What follows belongs to an exercise in optimizing a design on an open flow for small area; a production flow would make more cautious choices.
The RTL was checked by simulation tests, not by an equivalence proof against the original design.
Power and IR drop assume default switching activity.

==> flow/design.v <==
`timescale 1ns / 1ps
module MouseTransmitter(
	input 		RESET,
	input 		CLK,
	input 		CLK_MOUSE_IN,
	output 		CLK_MOUSE_OUT_EN,  
	input 		DATA_MOUSE_IN,
	output 		DATA_MOUSE_OUT,
	output 		DATA_MOUSE_OUT_EN,
	input 		SEND_BYTE,
	input [7:0] BYTE_TO_SEND,
	output 		BYTE_SENT
);
	reg ClkMouseInDly;
	always@(posedge CLK)
		ClkMouseInDly <= CLK_MOUSE_IN;
	reg [3:0] 	Curr_State, Next_State;
	reg 			Curr_MouseClkOutWE, Next_MouseClkOutWE;
	reg 			Curr_MouseDataOut, Next_MouseDataOut;
	reg 			Curr_MouseDataOutWE, Next_MouseDataOutWE;
	reg [15:0] 	Curr_SendCounter, Next_SendCounter;
	reg 			Curr_ByteSent, Next_ByteSent;
	reg [7:0] 	Curr_ByteToSend, Next_ByteToSend;
	always@(posedge CLK)
		begin
			if(RESET) 
				begin
					Curr_State 					<= 0;
					Curr_MouseClkOutWE 		<= 1'b0;
					Curr_MouseDataOut 		<= 1'b0;
					Curr_MouseDataOutWE 		<= 1'b0;
					Curr_SendCounter 			<= 0;
					Curr_ByteSent 				<= 1'b0;
					Curr_ByteToSend 			<= 0;
				end
			else
				begin
					Curr_State 					<= Next_State;
					Curr_MouseClkOutWE 		<= Next_MouseClkOutWE;
					Curr_MouseDataOut 		<= Next_MouseDataOut;
					Curr_MouseDataOutWE 		<= Next_MouseDataOutWE;
					Curr_SendCounter 			<= Next_SendCounter;
					Curr_ByteSent 				<= Next_ByteSent;
					Curr_ByteToSend 			<= Next_ByteToSend;
				end
		end
	always@* 
		begin
			Next_State 				= Curr_State;
			Next_MouseClkOutWE 	= 1'b0;
			Next_MouseDataOut 	= 1'b0;
			Next_MouseDataOutWE 	= Curr_MouseDataOutWE;
			Next_SendCounter 		= Curr_SendCounter;
			Next_ByteSent 			= 1'b0;
			Next_ByteToSend 		= Curr_ByteToSend;
			case(Curr_State)
				0: 
					begin
						if(SEND_BYTE) 
							begin
								Next_State 				= 1;
								Next_ByteToSend 		= BYTE_TO_SEND;
							end
						Next_MouseDataOutWE 		= 1'b0;
					end
				1: 
					begin
							if(Curr_SendCounter == 6000)
								begin
									Next_State 			= 2;
									Next_SendCounter 	= 0;
								end
							else
								Next_SendCounter 	= Curr_SendCounter + 1'b1;
							Next_MouseClkOutWE 	= 1'b1;
					end
				2: 
					begin
						Next_State 					= 3;
						Next_MouseDataOutWE 		= 1'b1;
					end
				3: 
					begin  
						if(ClkMouseInDly & ~CLK_MOUSE_IN)
							Next_State 				= 4;
					end
				4: 
					begin  
						if(ClkMouseInDly & ~CLK_MOUSE_IN) 
							begin
								if(Curr_SendCounter == 7) 
									begin
										Next_State 			= 5;
										Next_SendCounter 	= 0;
									end 
								else
									Next_SendCounter 		= Curr_SendCounter + 1'b1;
						end
						Next_MouseDataOut 		= Curr_ByteToSend[Curr_SendCounter];
					end
				5:
					begin  
						if(ClkMouseInDly & ~CLK_MOUSE_IN)
							Next_State 				= 6;
						Next_MouseDataOut 		= ~^Curr_ByteToSend[7:0];
					end
				6: 
					begin 
						if(ClkMouseInDly & ~CLK_MOUSE_IN)
							Next_State 				= 7;
						Next_MouseDataOut 		= 1'b1;
					end
				7: 
					begin
						Next_State 					= 8;
						Next_MouseDataOutWE 		= 1'b0;
					end
				8: 
					begin
						if(!DATA_MOUSE_IN)								 
							Next_State 			= 9;
					end
				9: 
					begin
						if(!CLK_MOUSE_IN)									 
							Next_State 			= 10;
					end
				10: 
					begin
						if(DATA_MOUSE_IN & CLK_MOUSE_IN)				 
							begin
								Next_State 		= 0;					 
								Next_ByteSent 	= 1'b1;					 
							end
					end				
			endcase
		end
	assign CLK_MOUSE_OUT_EN 			= Curr_MouseClkOutWE;
	assign DATA_MOUSE_OUT 				= Curr_MouseDataOut;
	assign DATA_MOUSE_OUT_EN 			= Curr_MouseDataOutWE;
	assign BYTE_SENT 						= Curr_ByteSent;
endmodule
`timescale 1ns / 1ps
module MouseReceiver(
	input 				RESET,
	input 				CLK,
	input 				CLK_MOUSE_IN,
	input 				DATA_MOUSE_IN,
	input 				READ_ENABLE,
	output [7:0] 		BYTE_READ,
	output [1:0] 		BYTE_ERROR_CODE,
	output 				BYTE_READY
);
	reg ClkMouseInDly;
	always@(posedge CLK)
		ClkMouseInDly <= CLK_MOUSE_IN;
	reg [2:0] 			Curr_State, Next_State;
	reg [7:0] 			Curr_MSCodeShiftReg, Next_MSCodeShiftReg;
	reg [3:0] 			Curr_BitCounter, Next_BitCounter;
	reg 					Curr_ByteReceived, Next_ByteReceived;
	reg [1:0] 			Curr_MSCodeStatus, Next_MSCodeStatus;
	reg [15:0] 			Curr_TimeoutCounter, Next_TimeoutCounter;
	always@(posedge CLK) 
		begin
			if(RESET) 
				begin
					Curr_State 				<= 0;
					Curr_MSCodeShiftReg 	<= 8'h00;
					Curr_BitCounter 		<= 0;
					Curr_ByteReceived 	<= 1'b0;
					Curr_MSCodeStatus 	<= 2'b00;
					Curr_TimeoutCounter 	<= 0;
				end 
			else 
				begin
					Curr_State 				<= Next_State;
					Curr_MSCodeShiftReg 	<= Next_MSCodeShiftReg;
					Curr_BitCounter 		<= Next_BitCounter;
					Curr_ByteReceived 	<= Next_ByteReceived;
					Curr_MSCodeStatus 	<= Next_MSCodeStatus;
					Curr_TimeoutCounter 	<= Next_TimeoutCounter;
				end
		end
	always@* 
		begin
			Next_State 				= Curr_State;
			Next_MSCodeShiftReg 	= Curr_MSCodeShiftReg;
			Next_BitCounter 		= Curr_BitCounter;
			Next_ByteReceived 	= 1'b0;
			Next_MSCodeStatus 	= Curr_MSCodeStatus;
			Next_TimeoutCounter 	= Curr_TimeoutCounter + 1'b1;
			case (Curr_State)
				0: 
					begin
						if(READ_ENABLE & ClkMouseInDly & ~CLK_MOUSE_IN & ~DATA_MOUSE_IN) 
							begin
								Next_State 						= 1;
								Next_MSCodeStatus 			= 2'b00;
								Next_TimeoutCounter 			= 0;	 
							end
						Next_BitCounter 					= 0;
					end
				1: 
					begin
						if(Curr_TimeoutCounter == 50000)  
							Next_State 						= 0;
						else if(Curr_BitCounter == 8)
							begin  
								Next_State 						= 2;
								Next_BitCounter 				= 0;
							end 
						else if(ClkMouseInDly & ~CLK_MOUSE_IN)
							begin  
								Next_MSCodeShiftReg[6:0] 	= Curr_MSCodeShiftReg[7:1];
								Next_MSCodeShiftReg[7] 		= DATA_MOUSE_IN;
								Next_BitCounter 				= Curr_BitCounter + 1;
								Next_TimeoutCounter 			= 0;
							end
					end
				2: 
					begin
						if(Curr_TimeoutCounter == 50000)
							Next_State 						= 0;
						else if(ClkMouseInDly & ~CLK_MOUSE_IN)
							begin
								if (DATA_MOUSE_IN != ~^Curr_MSCodeShiftReg[7:0])  
									Next_MSCodeStatus[0] 	= 1'b1;
								Next_BitCounter 			= 0;	 
								Next_State 					= 3;
								Next_TimeoutCounter 		= 0;
							end
					end
				3: 
					begin
						if(Curr_TimeoutCounter == 100000)
							Next_State 									= 0;
						else if(ClkMouseInDly & ~CLK_MOUSE_IN) 
							begin
								if (DATA_MOUSE_IN) 
									Next_MSCodeStatus[1] 			= 1'b0;	 
								else
									Next_MSCodeStatus[1] 			= 1'b1;
								Next_State 								= 4;
								Next_TimeoutCounter 					= 0;
							end
					end	
				4:
					begin  
						Next_ByteReceived 					= 1'b1;		 
						Next_State 								= 0;	 
					end
				default:
					begin
						Next_State 								= 0;
						Next_MSCodeShiftReg 					= 8'h00;
						Next_BitCounter 						= 0;
						Next_ByteReceived 					= 1'b0;
						Next_MSCodeStatus 					= 2'b00;
						Next_TimeoutCounter 					= 0;	
					end
			endcase
		end
	assign BYTE_READY 		= Curr_ByteReceived;
	assign BYTE_READ 			= Curr_MSCodeShiftReg;
	assign BYTE_ERROR_CODE 	= Curr_MSCodeStatus;
endmodule
`timescale 1ns / 1ps
module MouseMasterSM(
	input 			CLK,
	input 			RESET,
	output 			SEND_BYTE,
	output [7:0] 	BYTE_TO_SEND,
	input 			BYTE_SENT,
	output 			READ_ENABLE,
	input [7:0] 	BYTE_READ,
	input [1:0] 	BYTE_ERROR_CODE,
	input 			BYTE_READY,
	output [7:0] 	MOUSE_DX,
	output [7:0] 	MOUSE_DY,
	output [7:0]	MOUSE_DZ,
	output [7:0] 	MOUSE_STATUS,
	output 			SEND_INTERRUPT
);
	reg [5:0] 	Curr_State, Next_State;
	reg [23:0] 	Curr_Counter, Next_Counter;
	reg 			Curr_SendByte, Next_SendByte;
	reg [7:0] 	Curr_ByteToSend, Next_ByteToSend;
	reg 			Curr_ReadEnable, Next_ReadEnable;
	reg [7:0] 	Curr_Status, Next_Status;
	reg [7:0] 	Curr_Dx, Next_Dx;
	reg [7:0] 	Curr_Dy, Next_Dy;
	reg [7:0]	Curr_Dz, Next_Dz;
	reg 			Curr_SendInterrupt, Next_SendInterrupt;
	reg 			Curr_Intellimouse_Mode, Next_Intellimouse_Mode;
	always@(posedge CLK)
		begin
			if(RESET)
				begin
					Curr_State 					<= 4'h0;
					Curr_Counter 				<= 0;
					Curr_SendByte 				<= 1'b0;
					Curr_ByteToSend 			<= 8'h00;
					Curr_ReadEnable 			<= 1'b0;
					Curr_Status 				<= 8'h00;
					Curr_Dx 						<= 8'h00;
					Curr_Dy 						<= 8'h00;
					Curr_Dz						<= 8'h00;
					Curr_SendInterrupt 		<= 1'b0;
					Curr_Intellimouse_Mode	<= 0;
				end
			else 
				begin
					Curr_State 					<= Next_State;
					Curr_Counter 				<= Next_Counter;
					Curr_SendByte 				<= Next_SendByte;
					Curr_ByteToSend 			<= Next_ByteToSend;
					Curr_ReadEnable 			<= Next_ReadEnable;
					Curr_Status 				<= Next_Status;
					Curr_Dx 						<= Next_Dx;
					Curr_Dy 						<= Next_Dy;
					Curr_Dz						<= Next_Dz;
					Curr_SendInterrupt 		<= Next_SendInterrupt;
					Curr_Intellimouse_Mode	<= Next_Intellimouse_Mode;
				end
		end
	always@* 
		begin
			Next_State 					= Curr_State;
			Next_Counter 				= Curr_Counter;
			Next_SendByte 				= 1'b0;
			Next_ByteToSend 			= Curr_ByteToSend;
			Next_ReadEnable 			= 1'b0;
			Next_Status 				= Curr_Status;
			Next_Dx 						= Curr_Dx;
			Next_Dy 						= Curr_Dy;
			Next_Dz						= Curr_Dz;
			Next_SendInterrupt 		= 1'b0;
			Next_Intellimouse_Mode	= Curr_Intellimouse_Mode;
			case(Curr_State)
				0: 
					begin
						Next_Intellimouse_Mode 	= 0;
						if(Curr_Counter == 50000)
							begin  
								Next_State 			= 1;
								Next_Counter 		= 0;
							end 
						else	
							Next_Counter 			= Curr_Counter + 1'b1;
					end
				1: 
					begin
						Next_State 					= 2;
						Next_SendByte 				= 1'b1;
						Next_ByteToSend 			= 8'hFF;
					end
				2: 
					begin
						if(BYTE_SENT)
							Next_State 				= 3;
					end
				3: 
					begin
						if(BYTE_READY)
							begin
								if((BYTE_READ == 8'hFA) & (BYTE_ERROR_CODE == 2'b00))
									Next_State 		= 4;
								else
									Next_State 		= 0;
							end
						Next_ReadEnable 			= 1'b1;
					end
				4: 
					begin
						if(BYTE_READY) 
							begin
								if((BYTE_READ == 8'hAA) & (BYTE_ERROR_CODE == 2'b00))
									Next_State 		= 5;
								else
									Next_State 		= 0;
							end
						Next_ReadEnable 			= 1'b1;
					end
				5: 
					begin
						if(BYTE_READY) 
							begin
								if((BYTE_READ == 8'h00) & (BYTE_ERROR_CODE == 2'b00))
									Next_State 		= 6;
								else
									Next_State 		= 0;
							end
						Next_ReadEnable = 1'b1;
					end
				6: 
					begin
						Next_State 					= 7;
						Next_SendByte 				= 1'b1;
						Next_ByteToSend 			= 8'hF4;
					end
				7: if(BYTE_SENT) Next_State = 4'h8;
				8: 
					begin
						if(BYTE_READY) 
							begin
								if((BYTE_READ == 8'hFA) & (BYTE_ERROR_CODE == 2'b00))
									Next_State 		= 9;
								else
									Next_State 		= 0;
							end
						Next_ReadEnable 			= 1'b1;
					end
				9:
					begin
						Next_State 					= 10;
						Next_SendByte 				= 1'b1;
						Next_ByteToSend 			= 8'hF3;
					end
				10: if(BYTE_SENT) Next_State = 11;
				11: 
					begin
						if(BYTE_READY)
							begin
								if((BYTE_READ == 8'hFA) & (BYTE_ERROR_CODE == 2'b00))
									Next_State 		= 12;
								else
									Next_State 		= 0;
							end
						Next_ReadEnable 			= 1'b1;
					end
				12:
					begin
						Next_State 					= 13;
						Next_SendByte 				= 1'b1;
						Next_ByteToSend 			= 8'hC8;
					end
				13: if(BYTE_SENT) Next_State = 14;
				14: 
					begin
						if(BYTE_READY)
							begin
								if((BYTE_READ == 8'hFA) & (BYTE_ERROR_CODE == 2'b00))
									Next_State 		= 15;
								else
									Next_State 		= 0;
							end
						Next_ReadEnable 			= 1'b1;
					end
				15:
					begin
						Next_State 					= 16;
						Next_SendByte 				= 1'b1;
						Next_ByteToSend 			= 8'hF3;
					end
				16: if(BYTE_SENT) Next_State = 17;
				17: 
					begin
						if(BYTE_READY)
							begin
								if((BYTE_READ == 8'hFA) & (BYTE_ERROR_CODE == 2'b00))
									Next_State 		= 18;
								else
									Next_State 		= 0;
							end
						Next_ReadEnable 			= 1'b1;
					end
				18:
					begin
						Next_State 					= 19;
						Next_SendByte 				= 1'b1;
						Next_ByteToSend 			= 8'h64;
					end
				19: if(BYTE_SENT) Next_State = 20;
				20: 
					begin
						if(BYTE_READY)
							begin
								if((BYTE_READ == 8'hFA) & (BYTE_ERROR_CODE == 2'b00))
									Next_State 		= 21;
								else
									Next_State 		= 0;
							end
						Next_ReadEnable 			= 1'b1;
					end
				21:
					begin
						Next_State 					= 22;
						Next_SendByte 				= 1'b1;
						Next_ByteToSend 			= 8'hF3;
					end
				22: if(BYTE_SENT) Next_State = 23;
				23: 
					begin
						if(BYTE_READY)
							begin
								if((BYTE_READ == 8'hFA) & (BYTE_ERROR_CODE == 2'b00))
									Next_State 		= 24;
								else
									Next_State 		= 0;
							end
						Next_ReadEnable 			= 1'b1;
					end
				24:
					begin
						Next_State 					= 25;
						Next_SendByte 				= 1'b1;
						Next_ByteToSend 			= 8'h50;
					end
				25: if(BYTE_SENT) Next_State = 26;
				26: 
					begin
						if(BYTE_READY)
							begin
								if((BYTE_READ == 8'hFA) & (BYTE_ERROR_CODE == 2'b00))
									Next_State 		= 27;
								else
									Next_State 		= 0;
							end
						Next_ReadEnable 			= 1'b1;
					end
				27:
					begin
						Next_State 					= 28;
						Next_SendByte 				= 1'b1;
						Next_ByteToSend 			= 8'hF2;
					end
				28: if(BYTE_SENT) Next_State = 29;
				29: 
					begin
						if(BYTE_READY)
							begin
								if((BYTE_READ == 8'hFA) & (BYTE_ERROR_CODE == 2'b00))
									Next_State 		= 30;
								else
									Next_State 		= 0;
							end
						Next_ReadEnable 			= 1'b1;
					end
				30: 
					begin
						if(BYTE_READY) 
							begin
								if((BYTE_READ == 8'h03) & (BYTE_ERROR_CODE == 2'b00))
									begin
										Next_State 					= 31;
										Next_Intellimouse_Mode 	= 1;
									end	
								else if ((BYTE_READ == 8'h00) & (BYTE_ERROR_CODE == 2'b00))
									begin
										Next_State 					= 31;
										Next_Intellimouse_Mode 	= 0;
									end
								else
									Next_State		= 0;
							end
						Next_ReadEnable 			= 1'b1;
					end
				31:
					begin
						if(BYTE_READY)
							begin
								if(BYTE_ERROR_CODE == 2'b00)
									begin
										Next_State 					= 32;
										Next_Status 				= BYTE_READ;	
									end
								else
									Next_State 						= 0;					 
							end			
						Next_ReadEnable 							= 1'b1;
					end
				32:
					begin
						if(BYTE_READY)
							begin
								if(BYTE_ERROR_CODE == 2'b00)
									begin
										Next_State 					= 33;
										Next_Dx 						= BYTE_READ;
									end
								else
									Next_State 						= 0;
							end
						Next_ReadEnable 							= 1'b1;
					end
				33:
					begin
						if(BYTE_READY)
							begin
								if(BYTE_ERROR_CODE == 2'b00)
									begin
										if(Curr_Intellimouse_Mode)
											Next_State 				= 34;
										else
											Next_State				= 35;
										Next_Dy 						= BYTE_READ;
									end
								else
									Next_State 						= 0;
							end
						Next_ReadEnable 							= 1'b1;
					end
				34:
					begin
						if(BYTE_READY)
							begin
								if(BYTE_ERROR_CODE == 2'b00)
									begin
										Next_Dz						= BYTE_READ;
										Next_State					= 35;
									end
								else
									Next_State 						= 0;
							end
						Next_ReadEnable 							= 1'b1;
					end
				35: 
				begin
					Next_State 										= 31;
					Next_SendInterrupt 							= 1'b1;
				end
				default: begin
					Next_State 				= 4'h0;
					Next_Counter 			= 0;
					Next_SendByte 			= 1'b0;
					Next_ByteToSend 		= 8'hFF;
					Next_ReadEnable 		= 1'b0;
					Next_Status 			= 8'h00;
					Next_Dx 					= 8'h00;
					Next_Dy 					= 8'h00;
					Next_Dz					= 8'h00;
					Next_SendInterrupt 	= 1'b0;
				end
			endcase
		end
	assign SEND_BYTE 			= Curr_SendByte;
	assign BYTE_TO_SEND 		= Curr_ByteToSend;
	assign READ_ENABLE 		= Curr_ReadEnable;
	assign MOUSE_DX 			= Curr_Dx;
	assign MOUSE_DY 			= Curr_Dy;
	assign MOUSE_STATUS 		= Curr_Status;
	assign SEND_INTERRUPT 	= Curr_SendInterrupt;
	assign MOUSE_DZ			= Curr_Dz;
endmodule
`timescale 1ns / 1ps
module SevenSegmentDisplay(
	input 			RESET,
	input 			CLK,
	input [3:0]		DIGIT1, DIGIT2, DIGIT3, DIGIT4,
	output			AN0, AN1, AN2, AN3,
	output			CA, CB, CC, CD, CE, CF, CG, CDP
);
	reg [7:0] cathode;  
	reg [3:0] anode;  
	reg [2:0] digit;
	reg [3:0] data;
	wire setdp = 1'b0;  
	reg [19:0] counter;
	assign CA = cathode [7];
	assign CB = cathode [6];
	assign CC = cathode [5];
	assign CD = cathode [4];
	assign CE = cathode [3];
	assign CF = cathode [2];
	assign CG = cathode [1];
	assign CDP = cathode [0];
	assign AN3 = anode [3];
	assign AN2 = anode [2];
	assign AN1 = anode [1];
	assign AN0 = anode [0];
	always@(posedge CLK)
	begin
		 if (RESET)
			  begin
					digit = 0;
					data = 0;
					counter = 0;
			  end
		 else if (digit == 0)
			  begin
					if (counter == 200000)
						 begin
							  digit = 1;
						 end
					else
						 begin
						 counter = counter + 1;
						 data = DIGIT1;
						 end
			  end
		 else if (digit == 1)
			  begin
					if (counter == 400000)
						 begin
							  digit = 2;
						 end
					else
						 begin
							  counter = counter + 1;
							  data = DIGIT2;
						 end
			  end
		 else if (digit == 2)
			  begin
					if (counter == 600000)
						 begin
							  digit = 3;
						 end
					else
						 begin
							  counter = counter + 1;
							  data = DIGIT3;
						 end
			  end
		 else if (digit == 3)
			  begin
					if (counter == 800000)
						 begin
							  digit = 0;
							  counter = 0;
						 end 
					else
						 begin
							  counter = counter + 1;
							  data = DIGIT4;
						 end
			  end 
	end
	always @ (*)
	begin
		 case (data)
			  4'h0: cathode = 8'b00000011;  
			  4'h1: cathode = 8'b10011111;  
			  4'h2: cathode = 8'b00100101;  
			  4'h3: cathode = 8'b00001101;  
			  4'h4: cathode = 8'b10011001;  
			  4'h5: cathode = 8'b01001001;  
			  4'h6: cathode = 8'b01000001;  
			  4'h7: cathode = 8'b00011111;  
			  4'h8: cathode = 8'b00000001;  
			  4'h9: cathode = 8'b00001001;  
			  4'hA: cathode = 8'b00010001;  
			  4'hb: cathode = 8'b11000001;  
			  4'hC: cathode = 8'b01100011;  
			  4'hD: cathode = 8'b10000101;  
			  4'hE: cathode = 8'b00100001;  
			  4'hF: cathode = 8'b01110001;  
			  default: cathode = 8'b11111111;  
		 endcase
		 if (setdp == 1)  
			  cathode = cathode & 8'hFE;
		 case(digit)
			  4: anode = 4'b1111;  
			  3: anode = 4'b1110;  
			  2: anode = 4'b1101;  
			  1: anode = 4'b1011;  
			  0: anode = 4'b0111;  
			  default:
			  anode = 4'b1111;  
		 endcase
	end 
endmodule
`timescale 1ns / 1ps
module MouseTransceiver(
	input 			RESET,
	input 			CLK,
	input 			CLK_MOUSE,			 
	input 			DATA_MOUSE,			 
	output 			CLK_MOUSE_OE,		 
	output 			DATA_MOUSE_OUT,	 
	output 			DATA_MOUSE_OE,		 
	output reg [3:0] 	MouseStatus,		 
	output reg [7:0] 	MouseX,
	output reg [7:0] 	MouseY,
	output reg [7:0]	MouseZ,
	output wire			AN0, AN1, AN2, AN3,
	output wire			CA, CB, CC, CD, CE, CF, CG, CDP
);
	parameter [7:0] MouseLimitX = 160;
	parameter [7:0] MouseLimitY = 120;
	parameter [7:0] MouseLimitZ = 255;
	reg 	ClkMouseIn;
	wire 	ClkMouseOutEnTrans;
	wire 	DataMouseIn;
	wire 	DataMouseOutTrans;
	wire 	DataMouseOutEnTrans;
	assign CLK_MOUSE_OE = ClkMouseOutEnTrans;
	assign DataMouseIn = DATA_MOUSE;
	assign DATA_MOUSE_OUT = DataMouseOutTrans;
	assign DATA_MOUSE_OE = DataMouseOutEnTrans;
	reg [7:0] MouseClkFilter;
	always@(posedge CLK) begin
		if(RESET)
			ClkMouseIn <= 1'b0;
		else 
			begin
				MouseClkFilter[7:1] <= MouseClkFilter[6:0];
				MouseClkFilter[0] <= CLK_MOUSE;
				if(ClkMouseIn & (MouseClkFilter == 8'h00))			
					ClkMouseIn <= 1'b0;
				else if(~ClkMouseIn & (MouseClkFilter == 8'hFF))
					ClkMouseIn <= 1'b1;
			end
	end
	wire 			SendByteToMouse;
	wire 			ByteSentToMouse;
	wire [7:0] 	ByteToSendToMouse;
	MouseTransmitter T(
					.RESET (RESET),
					.CLK(CLK),
					.CLK_MOUSE_IN(ClkMouseIn),
					.CLK_MOUSE_OUT_EN(ClkMouseOutEnTrans),
					.DATA_MOUSE_IN(DataMouseIn),
					.DATA_MOUSE_OUT(DataMouseOutTrans),
					.DATA_MOUSE_OUT_EN (DataMouseOutEnTrans),
					.SEND_BYTE(SendByteToMouse),
					.BYTE_TO_SEND(ByteToSendToMouse),
					.BYTE_SENT(ByteSentToMouse)
	);
	wire 					ReadEnable;
	wire [7:0] 				ByteRead;
	wire [1:0] 				ByteErrorCode;
	wire 					ByteReady;
	MouseReceiver R(
							.RESET(RESET),
							.CLK(CLK),
							.CLK_MOUSE_IN(ClkMouseIn),
							.DATA_MOUSE_IN(DataMouseIn),
							.READ_ENABLE (ReadEnable),
							.BYTE_READ(ByteRead),
							.BYTE_ERROR_CODE(ByteErrorCode),
							.BYTE_READY(ByteReady)
	);
	wire [7:0] 				MouseStatusRaw;
	wire [7:0] 				MouseDxRaw;
	wire [7:0] 				MouseDyRaw;
	wire [7:0]				MouseDzRaw;
	wire 					SendInterrupt;
	MouseMasterSM MSM(
								.RESET(RESET),
								.CLK(CLK),
								.SEND_BYTE(SendByteToMouse),
								.BYTE_TO_SEND(ByteToSendToMouse),
								.BYTE_SENT(ByteSentToMouse),
								.READ_ENABLE (ReadEnable),
								.BYTE_READ(ByteRead),
								.BYTE_ERROR_CODE(ByteErrorCode),
								.BYTE_READY(ByteReady),
								.MOUSE_STATUS(MouseStatusRaw),
								.MOUSE_DX(MouseDxRaw),
								.MOUSE_DY(MouseDyRaw),
								.MOUSE_DZ(MouseDzRaw),
								.SEND_INTERRUPT(SendInterrupt)
	);
	SevenSegmentDisplay SevenSeg(
								.RESET(RESET),
								.CLK(CLK),
								.AN0(AN0),
								.AN1(AN1),
								.AN2(AN2),
								.AN3(AN3),
								.CA(CA),
								.CB(CB),
								.CC(CC),
								.CD(CD),
								.CE(CE),
								.CF(CF),
								.CG(CG),
								.CDP(CDP),
								.DIGIT1(MouseX[7:4]),		
								.DIGIT2(MouseX[3:0]),		
								.DIGIT3(MouseZ[7:4]),		
								.DIGIT4(MouseZ[3:0])			
	);
	wire signed [8:0] MouseDx;
	wire signed [8:0] MouseDy;
	wire signed [9:0] MouseNewX;		 
	wire signed [9:0] MouseNewY;
	wire signed [8:0] MouseDz;
	wire signed [9:0] MouseNewZ;
	assign MouseDx = (MouseStatusRaw[6]) ? (MouseStatusRaw[4] ? {MouseStatusRaw[4],8'h00} : {MouseStatusRaw[4],8'hFF} ) : {MouseStatusRaw[4],MouseDxRaw[7:0]};
	assign MouseDy = (MouseStatusRaw[7]) ? (MouseStatusRaw[5] ? {MouseStatusRaw[5],8'h00} : {MouseStatusRaw[5],8'hFF} ) : {MouseStatusRaw[5],MouseDyRaw[7:0]};
	assign MouseDz = {MouseDzRaw[7],MouseDzRaw[7:0]};
	assign MouseNewX = $signed({2'b00,MouseX}) + MouseDx;
	assign MouseNewY = $signed({2'b00,MouseY}) + MouseDy;
	assign MouseNewZ = $signed({2'b00,MouseZ}) + MouseDz;
	always@(posedge CLK)
		begin
			if(RESET) 
				begin
					MouseStatus 	<= 0;
					MouseX 			<= MouseLimitX/2;
					MouseY 			<= MouseLimitY/2;
					MouseZ 			<= MouseLimitZ/2;
				end 
			else if (SendInterrupt) 
				begin
					MouseStatus 	<= MouseStatusRaw[3:0];
					if(MouseNewX < 0)
						MouseX 		<= 0;
					else if(MouseNewX > (MouseLimitX-1))
						MouseX 		<= MouseLimitX-1;
					else
						MouseX 		<= MouseNewX[7:0];
					if(MouseNewY < 0)
						MouseY 		<= 0;
					else if(MouseNewY > (MouseLimitY-1))
						MouseY 		<= MouseLimitY-1;
					else
						MouseY 		<= MouseNewY[7:0];
					if(MouseNewZ < 0)
						MouseZ 		<= MouseLimitZ;
					else if(MouseNewZ > MouseLimitZ)
						MouseZ 		<= 0;
					else
						MouseZ 		<= MouseNewZ[7:0];				
				end
		end
endmodule
==> flow/run.sh <==
#!/bin/bash
# synth_recipe.tcl (not shown) runs the flow's synth.tcl, then flattens the netlist and writes it again
# the make line also repeats each setting of config.mk as NAME=value (left out here)
make -C /OpenROAD-flow-scripts/flow DESIGN_CONFIG=/design/flow/config.mk WORK_HOME=/design/flow/orfs CLKGATE_MAP_FILE= SYNTH_SCRIPT=/design/flow/synth_recipe.tcl finish
==> flow/config.mk <==
export PLATFORM = sky130hd
export DESIGN_NAME = MouseTransceiver
export DESIGN_NICKNAME = MouseTransceiver
export VERILOG_FILES = /design/flow/design.v
export SDC_FILE = /design/flow/constraint.sdc
export NUM_CORES = 4
export LEC_CHECK = 0
export CAP_MARGIN = 20
export CORE_MARGIN = 2
export CORE_UTILIZATION = 40
export PLACE_DENSITY = 0.6
export SLEW_MARGIN = 20
==> flow/constraint.sdc <==
create_clock -name core_clock -period 10.0 [get_ports {CLK}]
set_input_delay 2.0000 -clock core_clock [delete_from_list [all_inputs] [get_ports {CLK}]]
set_output_delay 2.0000 -clock core_clock [all_outputs]
set_load 0.01 [all_outputs]
==> results.cfg <==
[synthesis]
yosysSeqAreaShare = 0.351
netlist_top_cells_area = dfxtp_1, ha_1, nor2_1
ys_seq_elements = 211
synth_edf_count = 8
syn_area_sq_mm = 0.0122
async_flop_share = 0
synth_cells = 1527
ys_warn_count = 5
postSynthAreaPerCell_sq_um = 8.02
synth_top_cell_area_share = 0.332
ys_types = 93
synth.largest_area_cell = dfxtp_1
synthesis.nets = 1596
synthFlopType = dfxtp_1

[critical_path]
cp_slowest_cell = clkdlybuf4s50_1
cp.arrival_ps = 1900
start_kind = flip-flop
required_ps = 8000
crit_fanout = 6
cpMostUsedCell = inv_1
critPathTopFamily = buffers and inverters
worstPathCellList = inv_1, ha_1, inv_1, clkdlybuf4s50_1
critPathKind = reg2out
max_stage_delay_ps = 520
worst-path-buf-inv = 3
endpoint_kind = output port

[sta]
timing.hold.ws_ps = 441
fin_worst_skew_ps = 35.4
final_max_slew_viol_count = 0
period_share = 0.390
worst_pin_slew_ps = 972
setup_tns_ps = 0
finalSetupViolCount = 0
rsz0062_at_grt = false
period_needed_ps = 3900
fmax_mhz = 257
slew_headroom = 0.351
hold_viol_final = 0

[floorplanning]
io_pins = 47
die_y_um = 179
chipWidth_um = 179
start_util = 0.403
die-area_sq_mm = 0.0320
row_count = 64
core_sq_mm = 0.0303

[global_route]
grt_pass1_vias = 9872
grt_overflow_total = 0
grt_max_degree = 83
antenna_found_initial = 0
track_usage = 0.182
grt_pass1_wl_mm = 48.8

[final_layout]
final_cell_mix = dfxtp_1, nor2_1, nand2_1
drive_gt1_frac = 0.0581
num-nets-final = 1599
n_antenna_cell = 0
final_area_sq_mm = 0.0138
layout_commonest_cell = dfxtp_1
area_growth_pct = 12.4

[status]
status = no timing/DRC/antenna violations

[pwr]
powerDensity_mw_per_mm2 = 164
power_frac_seq = 0.416
p_sw_uw = 675
p_comb_frac = 0.179
switching_share = 0.298
ir_drop_uv = 140
p_int_mw = 1.59
clkPwrFrac = 0.405
power.leakage_nw = 4.91

[run]
max_cap_violations = 0

[routing]
totalWireLength_mm = 29.3
ant_nets = 0
drc = 0
post_drt_wl_per_cell_um = 15.0
wl_met2_mm = 13.4
wl_met1_mm = 13.9
maxUsedRoutingLayer = met4
wl_met3_mm = 1.34
drt_iter0_drc = 750
viasPerCell = 5.48
dr.pass1.iters = 5
vias = 10700

[place]
place_area_sq_mm = 0.0129
place_congestion = 0.857
dp_hpwl_mm = 20.1
portBuffers = 45

[clocking]
post_cts_resized = 0
clkSlewWorstSetupHoldPaths_ps = 60
post_cts_buffers = 0
clkSinkCount = 211
cts_inserted_buffers = 26
htree_levels = 1
clk_latency_ps = 550
cts_tree = done
cts_buffer_depth = 3
ctsHoldBuffers = 0
cts_root_buffer = clkbuf_16

[hold_path]
worstHoldPathType = reg2reg
-- worst register-to-register path, stage by stage, from the launching register on --
cell	delay [ps]
dfxtp_1	370
inv_1	160
ha_1	450
and4_1	250
nand4_1	150
o32ai_1	390
or3_1	580
a21oi_1	220
or2_2	360
ha_1	230
o211ai_1	180
o21ai_0	110
o21ai_0	160
-- flip-flops by register name, indices dropped and copies added, names as in the netlist, 6 cells and up --
| signal | count |
|---|---|
| MSM.Curr_ByteToSend | 8 |
| MSM.Curr_Counter | 24 |
| MSM.Curr_Dx | 8 |
| MSM.Curr_Dy | 8 |
| MSM.Curr_Dz | 8 |
| MSM.Curr_State | 6 |
| MSM.Curr_Status | 8 |
| MouseClkFilter | 8 |
| MouseX | 8 |
| MouseY | 8 |
| MouseZ | 8 |
| R.Curr_MSCodeShiftReg | 8 |
| R.Curr_TimeoutCounter | 16 |
| SevenSeg.cathode | 7 |
| SevenSeg.counter | 20 |
| T.Curr_ByteToSend | 8 |
| T.Curr_SendCounter | 16 |
-- cell type report --
class / count / area [sq um]
Timing Repair Buffer: 53 / 508
Multi-Input combinational cell: 1167 / 7340
Tap cell: 396 / 495
Inverter: 71 / 267
Fill cell: 2979 / 16600
Sequential cell: 211 / 4300
Clock inverter: 8 / 61.3
Clock buffer: 39 / 782
-- through the flow --
stage | power, mW | utilization | setup slack, ps | instances
finish | 2.26 | 0.453 | 6100 | 1945
global route | 2.38 | 0.453 | 5960 | 1945
CTS | 2.29 | 0.453 | 6070 | 1945
detailed placement | 1.36 | 0.426 | 5740 | 1898
global placement | 1.35 | 0.426 | 5790 | 1898
floorplan | 1.27 | - | 6370 | 1527
-- logic make-up (layout without fill, tap and decap cells) --
kind of cell             Yosys count  in the layout  share of synthesized area
AND/OR/NAND/NOR                  641            641                      0.264
AO/OA/AOI/OAI                    346            346                      0.180
flip-flops                       211            211                      0.351
buffers and inverters            149            171                     0.0490
XOR/XNOR                          81             81                     0.0579
adder cells (fa/ha/maj)           65             65                     0.0683
multiplexers                      33             33                     0.0298
other                              1              1                   0.000306
-- power by group through the flow --
| stage | combinational, mW | clock [mW] | sequential, mW |
|---|---|---|---|
| 2_1_floorplan | 0.341 | 0 | 0.927 |
| 3_5_place_dp | 0.399 | 0 | 0.960 |
| 5_1_grt | 0.451 | 0.980 | 0.951 |
| 6_report | 0.404 | 0.916 | 0.942 |
| 4_1_cts | 0.401 | 0.945 | 0.942 |
| 3_3_place_gp | 0.395 | 0 | 0.960 |
-- Yosys cell counts, types with 17 or more instances --
| library cell | instances |
|---|---|
| a21oi_1 | 122 |
| nand2b_1 | 18 |
| nand2_1 | 142 |
| ha_1 | 62 |
| nand3_1 | 88 |
| and3_1 | 22 |
| inv_1 | 71 |
| dfxtp_1 | 203 |
| nand4_1 | 23 |
| clkbuf_1 | 55 |
| nor3_1 | 39 |
| or3_1 | 17 |
| xor2_1 | 41 |
| o21ai_0 | 76 |
| mux2i_1 | 26 |
| xnor2_1 | 40 |
| nor2_1 | 184 |
-- layer usage --
layer	up-vias	GRT usage
met3	46	0.0254
met1	4956	0.253
li1	5416	-
met4	0	0.0522
met5	-	0
met2	240	0.294
-- path summary, 6_finish.rpt --
kind | startpoint | endpoint | cells past startpoint | slack (ps)
hold / removal | ClkMouseIn | R.ClkMouseInDly | 0 | 440
setup / recovery | SevenSeg.digit[1] | AN3 | 4 | 6100
hold reg to reg | ClkMouseIn | R.ClkMouseInDly | 0 | 440
setup reg to reg | SevenSeg.digit[1] | SevenSeg.cathode[3] | 12 | 6310

## what the ideal ports hide
In the flow no input, the clock included, has a driving cell. The finished layout below was timed again as built, in two steps.
Step 1 assumes that a clkbuf_16 drives the clock port and a buf_2 every other input.
Step 2 also shifts input and output timing later by t, the mid clock arrival at the registers, as if the neighbouring blocks saw the same clock.
a / b / c = ideal ports / drivers / drivers and shift; a / b = the first two.
t, ns: 0.579
setup slack, ns: 6.104 / 6.054 / 5.750
worst setup path at the end: input to register
After both steps this run still meets setup and hold. The setup slack of this run moves by -0.050 ns with the drivers and by -0.354 ns with both steps.
